This design comes from an exercise in tuning for small area and a short achievable clock period on the open sky130 flow, not from production work. The RTL was checked by simulation tests, not by an equivalence proof against the original design.

==> design.v <==
`timescale 1ns / 1ps
module Top_Module(
    input clk,
    input wire [31:0] Num1,
    input wire [31:0] Num2,
    output reg [31:0] out
);
    wire sign_out;
    wire [9:0] exp_out;
    wire [2:0] special_out;
    wire [47:0] mantissa_out;
    wire [22:0] mantissa_out_ulp;
    wire [1:0] exp_inc_ulp;
    wire [31:0] result_norm;
    reg sign_inter1,sign_inter2,sign_inter3,sign_inter4;
    reg [9:0] exp_inter1,exp_inter2,exp_inter3,exp_inter4;
    reg [2:0] special_inter1,special_inter2,special_inter3,special_inter4;
    signCalc sign_calc(.clk(clk), .sign1(Num1[31]), .sign2(Num2[31]), .out(sign_out));
    expAdd exp_calc(.clk(clk), .exp1(Num1[30:23]), .exp2(Num2[30:23]), .out(exp_out));
    specialCalc special_calc(.num1(Num1), .num2(Num2), .out(special_out));
    ManMult Man_Calc(.clk(clk), .man1(Num1[22:0]), .man2(Num2[22:0]), .out(mantissa_out));
    ULP ulp_calc(.clk(clk), .mantissa_in(mantissa_out), .mantissa_out(mantissa_out_ulp), .exp_inc(exp_inc_ulp));
    normalization norm(.sign_in(sign_inter4), .special_in(special_inter4), .mantissa_in(mantissa_out_ulp), .exp_inc(exp_inc_ulp), .exponent_in(exp_inter4), .result(result_norm));
    always @ (posedge clk)
    begin
    sign_inter1 <= sign_out;
    sign_inter2<=sign_inter1;
    sign_inter3<=sign_inter2;
    sign_inter4 <= sign_inter3;
    exp_inter1 <= exp_out;
    exp_inter2<=exp_inter1;
    exp_inter3<=exp_inter2;
    exp_inter4<=exp_inter3;
    special_inter1 <= special_out;
    special_inter2 <= special_inter1;
    special_inter3 <= special_inter2;
    special_inter4 <= special_inter3;
    end
    always @ (*)
    begin
        out = result_norm;
    end
endmodule
module signCalc(
    input wire sign1,
    input wire sign2,
    input clk,
    output reg out
);
    always @ (*)
        out = sign1 ^ sign2;
endmodule
module expAdd(
    input wire [7:0] exp1,
    input wire [7:0] exp2,
    input clk,
    output wire [9:0] out
);
    assign out = {2'b00, exp1} + {2'b00, exp2} - 10'd127;
endmodule
module specialCalc(
    input wire [31:0] num1,
    input wire [31:0] num2,
    output wire [2:0] out
);
    wire zero1 = (num1[30:23] == 8'h00);           
    wire zero2 = (num2[30:23] == 8'h00);
    wire inf1  = (num1[30:23] == 8'hFF) && (num1[22:0] == 23'd0);
    wire inf2  = (num2[30:23] == 8'hFF) && (num2[22:0] == 23'd0);
    wire nan1  = (num1[30:23] == 8'hFF) && (num1[22:0] != 23'd0);
    wire nan2  = (num2[30:23] == 8'hFF) && (num2[22:0] != 23'd0);
    wire is_nan = nan1 | nan2 | (inf1 & zero2) | (inf2 & zero1);
    assign out = {is_nan, ~is_nan & (inf1 | inf2), ~is_nan & (zero1 | zero2)};
endmodule
 module ManMult(
        input wire [22:0] man1,
        input wire [22:0] man2,
        input clk,
        output wire [47:0] out
    );
        wire [30:0] booth_out;
        wire [47:0] C;
        wire [23:0] man1_append, man2_append;
        wire [42:0] dsp_out;
        assign man1_append = {1'b1, man1};
        assign man2_append = {1'b1, man2};
        booth_multiplier booth_inst(
            .clk(clk),
            .A(man1_append),
            .B(man2_append[23:17]),
            .P(booth_out)
        );
        assign C = {booth_out, 17'd0};  
        wire[24:0] man1_dsp;
        wire[17:0] man2_dsp;
        assign man1_dsp = {1'b0,man1_append};   
        assign man2_dsp = {1'b0,man2_append[16:0]};
        dsp_macro_0 dsp_inst (
            .CLK(clk),
            .A(man1_dsp),
            .B(man2_dsp),
            .P(dsp_out)
        );
        assign out = {5'd0, dsp_out} + C;
    endmodule
module dsp_macro_0(
    input CLK,
    input [24:0] A,
    input [17:0] B,
    output reg [42:0] P
);
    reg [42:0] p1, p2, p3;
    always @(posedge CLK) begin
        p1 <= A * B;
        p2 <= p1;
        p3 <= p2;
        P  <= p3;
    end
endmodule
module normalization (
    input sign_in,
    input [2:0] special_in,          
    input [22:0] mantissa_in,        
    input [1:0] exp_inc,             
    input [9:0] exponent_in,         
    output reg [31:0] result
);
    reg [9:0] exponent_temp;
    always @(*) begin
        exponent_temp = exponent_in + {8'd0, exp_inc};
        if (special_in[2])
            result = 32'h7FC00000;
        else if (special_in[1])
            result = {sign_in, 8'hFF, 23'd0};
        else if (special_in[0])
            result = {sign_in, 31'd0};
        else if (!exponent_temp[9] && exponent_temp >= 10'd255)
            result = {sign_in, 8'hFF, 23'd0};           
        else if (exponent_temp[9] || exponent_temp == 10'd0)
            result = {sign_in, 31'd0};                  
        else
            result = {sign_in, exponent_temp[7:0], mantissa_in};
    end
endmodule
module ULP (
    input [47:0] mantissa_in,
    input clk,
    output wire [22:0] mantissa_out,
    output wire [1:0] exp_inc
);
    wire top = mantissa_in[47];
    wire [22:0] mantissa_truncated = top ? mantissa_in[46:24] : mantissa_in[45:23];
    wire guard_bit = top ? mantissa_in[23] : mantissa_in[22];
    wire sticky_bit = top ? |mantissa_in[22:0] : |mantissa_in[21:0];
    wire rounding_condition = guard_bit & (sticky_bit | mantissa_truncated[0]);
    wire [23:0] mantissa_rounded = {1'b0, mantissa_truncated} + {23'd0, rounding_condition};
    assign mantissa_out = mantissa_rounded[22:0];
    assign exp_inc = {1'b0, top} + {1'b0, mantissa_rounded[23]};
endmodule
module booth_multiplier(
        input [23:0] A,
        input [6:0] B,
        input clk,
        output reg [30:0] P
    );
        reg [30:0] partial_sum;
        reg [7:0] booth_reg;
        reg [30:0] inter1,inter2,inter3;
        integer i;
        always @(*) begin
            booth_reg = {B, 1'b0};
            partial_sum = 0;
            for (i = 0; i < 4; i = i + 1) begin
                case (booth_reg[2:0])
                    3'b000, 3'b111: partial_sum = partial_sum;
                    3'b001, 3'b010: partial_sum = partial_sum + ({7'd0, A} << (2 * i));
                    3'b011:          partial_sum = partial_sum + ({7'd0, A} << (2 * i + 1));
                    3'b100:          partial_sum = partial_sum - ({7'd0, A} << (2 * i + 1));
                    3'b101, 3'b110:  partial_sum = partial_sum - ({7'd0, A} << (2 * i));
                    default:         partial_sum = partial_sum;
                endcase
                booth_reg = booth_reg >> 2;
            end
        end
        always @(posedge clk)
        begin
        inter3 <= partial_sum;
        inter2<=inter3;
        inter1<=inter2;
        P<=inter1;
        end
    endmodule
==> run.sh <==
#!/bin/bash
# synth_recipe.tcl (not shown) runs the flow's synth.tcl, then flattens the netlist and writes it again
# the make line also repeats each setting of config.mk as NAME=value (left out here)
make -C /OpenROAD-flow-scripts/flow DESIGN_CONFIG=/design/flow/config.mk WORK_HOME=/design/flow/orfs CLKGATE_MAP_FILE= SYNTH_SCRIPT=/design/flow/synth_recipe.tcl finish
==> config.mk <==
export PLATFORM = sky130hd
export DESIGN_NAME = Top_Module
export DESIGN_NICKNAME = Top_Module
export VERILOG_FILES = /design/flow/design.v
export SDC_FILE = /design/flow/constraint.sdc
export NUM_CORES = 4
export LEC_CHECK = 0
export CAP_MARGIN = 20
export CORE_MARGIN = 2
export CORE_UTILIZATION = 40
export SLEW_MARGIN = 20
==> constraint.sdc <==
create_clock -name core_clock -period 11.0 [get_ports {clk}]
set_input_delay 2.2000 -clock core_clock [delete_from_list [all_inputs] [get_ports {clk}]]
set_output_delay 2.2000 -clock core_clock [all_outputs]
set_load 0.01 [all_outputs]
==> summary.txt <==
## cells by family (layout without fill, tap and decap cells)
family | count (synthesis) | count (layout) | synth area share, %
simple gates | 1182 | 1182 | 16.83
mux | 19 | 19 | 0.5959
fa+ha+maj | 632 | 632 | 31.23
other cells | 0 | 1 | 0
compound gates | 739 | 739 | 15.08
xor+xnor | 339 | 339 | 8.893
flops | 344 | 344 | 20.63
buf+inv | 588 | 807 | 6.738
## final cells by class
class                           instances  area, sq um  share of cell area, %
Antenna cell                            1        2.502               0.006605
Sequential cell                       344         6887                  18.18
Timing Repair Buffer                  316         2605                  6.875
Tap cell                             1070         1339                  3.533
Multi-Input combinational cell       2911        24300                  64.14
Clock inverter                         17        202.7                 0.5350
Inverter                              431         1618                  4.270
Clock buffer                           43        934.6                  2.467
## cells in the final DEF, fill, tap and decap left out, types with 14 or more instances in the layout
master / Yosys / routed
o21bai_1: 26 / 26
a21oi_1: 194 / 191
xnor2_1: 225 / 225
ha_1: 285 / 285
fa_1: 338 / 338
nand3_1: 56 / 56
a22oi_1: 15 / 14
or3_1: 22 / 21
nand4_1: 28 / 28
and2_1: 112 / 113
buf_4: 3 / 220
nor4_1: 19 / 19
nor2_1: 251 / 250
nand2_1: 487 / 487
dfxtp_1: 344 / 344
a31oi_1: 18 / 18
o21ai_0: 138 / 137
nand2b_1: 36 / 36
and3_1: 22 / 22
a21boi_0: 15 / 15
xor2_1: 114 / 113
clkdlybuf4s50_1: 0 / 93
clkbuf_16: 0 / 34
a211oi_1: 26 / 26
nor3_1: 45 / 45
a21o_1: 86 / 86
nor2b_1: 34 / 34
or4_1: 14 / 14
inv_1: 425 / 425
o21a_1: 34 / 34
## state kept, by name (all words and copies together) (netlist names), 31 cells and up
name,flops
Man_Calc.booth_inst.inter1,31
Man_Calc.booth_inst.inter3,31
Man_Calc.dsp_inst.p2,41
Man_Calc.dsp_inst.P,41
Man_Calc.booth_inst.inter2,31
Man_Calc.booth_inst.P,31
Man_Calc.dsp_inst.p1,41
Man_Calc.dsp_inst.p3,41
## through the flow
step           std cells
4_1_cts             5131
6_report            5133
2_1_floorplan       3843
5_1_grt             5132
3_3_place_gp        5071
3_5_place_dp        5071
## worst max-delay path by stage
stage | end | startpoint | slack, ns
detailed placement | Man_Calc.booth_inst.inter3[30] | Num1[1] | -0.007
CTS | out[15] | Man_Calc.dsp_inst.P[18] | 0.14
finish | Man_Calc.booth_inst.inter3[30] | Num1[0] | 0.51
floorplan | Man_Calc.booth_inst.inter3[30] | Num2[18] | 1.07
global placement | Man_Calc.booth_inst.inter3[30] | Num1[1] | 0.11
global route | Man_Calc.booth_inst.inter3[30] | Num2[18] | 0.11
## metal layers
layer	GRT usage, %	wire length [um]	vias up
met1	32.53	45220	13440
met5	0	38	-
met4	7.367	3168	6
met3	2.935	7443	184
li1	-	-	13150
met2	36.96	44310	1021
## worst max-delay path, delay by kind of cell
kind	cells	cell delay, ns
AND/OR/NAND/NOR	7	0.97
buffers and inverters	4	0.91
adder cells (fa/ha/maj)	6	1.86
AO/OA/AOI/OAI	20	4.42
XOR/XNOR	4	0.52
## repair_timing
| item | in CTS | in global routing |
|---|---|---|
| endpoints found under the setup margin | 0 | 15 |
| resized for setup | 0 | 12 |
| buffers inserted | 0 | 1 |
| hold endpoints to repair | 0 | 0 |
| hold buffers | 0 | 0 |
==> flow_summary_export.csv <==
group,metric,value,unit
timing,finalSetupTns,0,ns
job,cap_viol_max_count,0,
hold_path,hold_depth,0,
drt,remaining_drc_errors,0,
clock_network,htreeDepth,2,
synthesis,ys_top_cells_by_area,"dfxtp_1, fa_1, ha_1",
synthesis,ys_types,108,
hold_path,hold_end,"Man_Calc.dsp_inst.p3[8]",
drt,drtIter0Drc,2035,
critical_path,r2r-end,"Man_Calc.dsp_inst.P[40]",
cells_and_area,fill_cells,8002,
timing,finalHoldViolations,0,
critical_path,crit_path_frequent_cell,"ha_1",
synthesis,synth_ff_type,"dfxtp_1",
critical_path,required,11.40,ns
die,core.rowCount,105,
synthesis,synth_most_common_cell,"nand2_1",
timing,slew_headroom,31.06,%
cells_and_area,nets,4726,
clock_network,clockRootBuffer,"clkbuf_16",
status,run_status,"finished clean",
drt,antenna_left,0,
placement,pre_cts_slack,-0.006937,ns
timing,fin_skew,0.006000,ns
clock_network,cts_buffers,34,
cells_and_area,final_area,37890,sq um
clock_network,insertion_delay,0.53,ns
global_route,gr-total-overflow,0,
drt,wire_per_inst,19.52,um
timing,rsz0062_at_grt,"no",
global_route,grt_max_degree,49,
synthesis,synth_nets,4531,
synthesis,synthTopCellsByCount,"nand2_1, inv_1, dfxtp_1",
drt,routed_wl,100200,um
die,fp.dieW,292.9,um
die,core_area,82370,sq um
critical_path,slowest_stage,"clkdlybuf4s50_1",
global_route,grt_pass1_vias,26970,
drt,post_drt_via_cell_ratio,5.415,
die,start_util,40.53,%
die,die_h,292.9,um
critical_path,critical_path_arrival,10.89,ns
timing,slew_viol_final,0,
critical_path,crit_path_end_kind,"flop",
clock_network,cts_num_sinks,344,
hold_path,hp-start,"Man_Calc.dsp_inst.p2[8]",
timing,tightest_slew,1.031,ns
synthesis,synth.cell_area,33390,sq um
clock_network,cts_tree,"done",
synthesis,postSynth.asyncResetShare,0,%
placement,placed_area,36700,sq um
critical_path,reg2reg_from,"Man_Calc.dsp_inst.p3[40]",
cells_and_area,syn_to_final_growth,13.48,%
synthesis,syn_inst,3843,
synthesis,synth_top_area_share,20.63,%
critical_path,rrSetupSlack,10.51,ns
drt,vias,27800,
timing,hold-worst-slack,0.3210,ns
critical_path,worst-path-max-fanout,4,
placement,gp_congestion,0.9790,
critical_path,cp-start-kind,"input pin",
synthesis,avgSynthCellArea,8.688,sq um
cells_and_area,fin_util,46.00,%
clock_network,clk_path_buf_depth,3,
synthesis,synth_largest_area_cell,"dfxtp_1",
synthesis,synth-seq-cells,344,
global_route,grt_usage,23.15,%
global_route,antenna_found_initial,12,
critical_path,reg2reg_depth,0,
clock_network,clk_pin_slew_worst_paths,0.06,ns
critical_path,cp_slowest_stage_delay,0.59,ns
placement,io_buffers,96,
drt,dr.pass1.iters,5,
synthesis,ys_warn_count,5,
timing,fin_crit,10.49,ns
synthesis,synth_edf_count,0,
cells_and_area,drive_gt1_share,8.986,%
synthesis,ys_seq_area_share,20.63,%
timing,max_freq,0.09532,GHz
placement,dp_hpwl,80870,um
timing,finalCritPeriodShare,95.37,%
global_route,grt_pass1_wl,154600,um
die,io_pins,97,
die,die_area,85790,sq um
hold_path,worstHoldPathType,"reg -> reg",
critical_path,crit_type,"in -> reg",
timing,setup_viol,0,
timing,setup_ws,0.5093,ns

-- separate check: timing with driven ports --
Ports are ideal in the flow. The routed layout listed here was re-timed in OpenROAD.
Step 1: set_driving_cell puts a clkbuf_16 on clk and a buf_2 on each other input, an assumption about the parent block.
Step 2, shift: input delay + t, output delay - t, t = (earliest + latest rising clock arrival at the registers) / 2. This alone moves slack from input paths to output paths.
Three values: ideal, step 1, step 2; two values: the first two.
t, ns: 0.575
setup slack, ns: 0.509 / 0.530 / -0.046
worst slew at a driven data input, ns: 0.19
cell pins on the clock port's net: 1
Met with ideal ports but missed after step 2: setup timing in this run. The setup slack of this run moves by +0.021 ns with the drivers and by -0.555 ns with both steps.
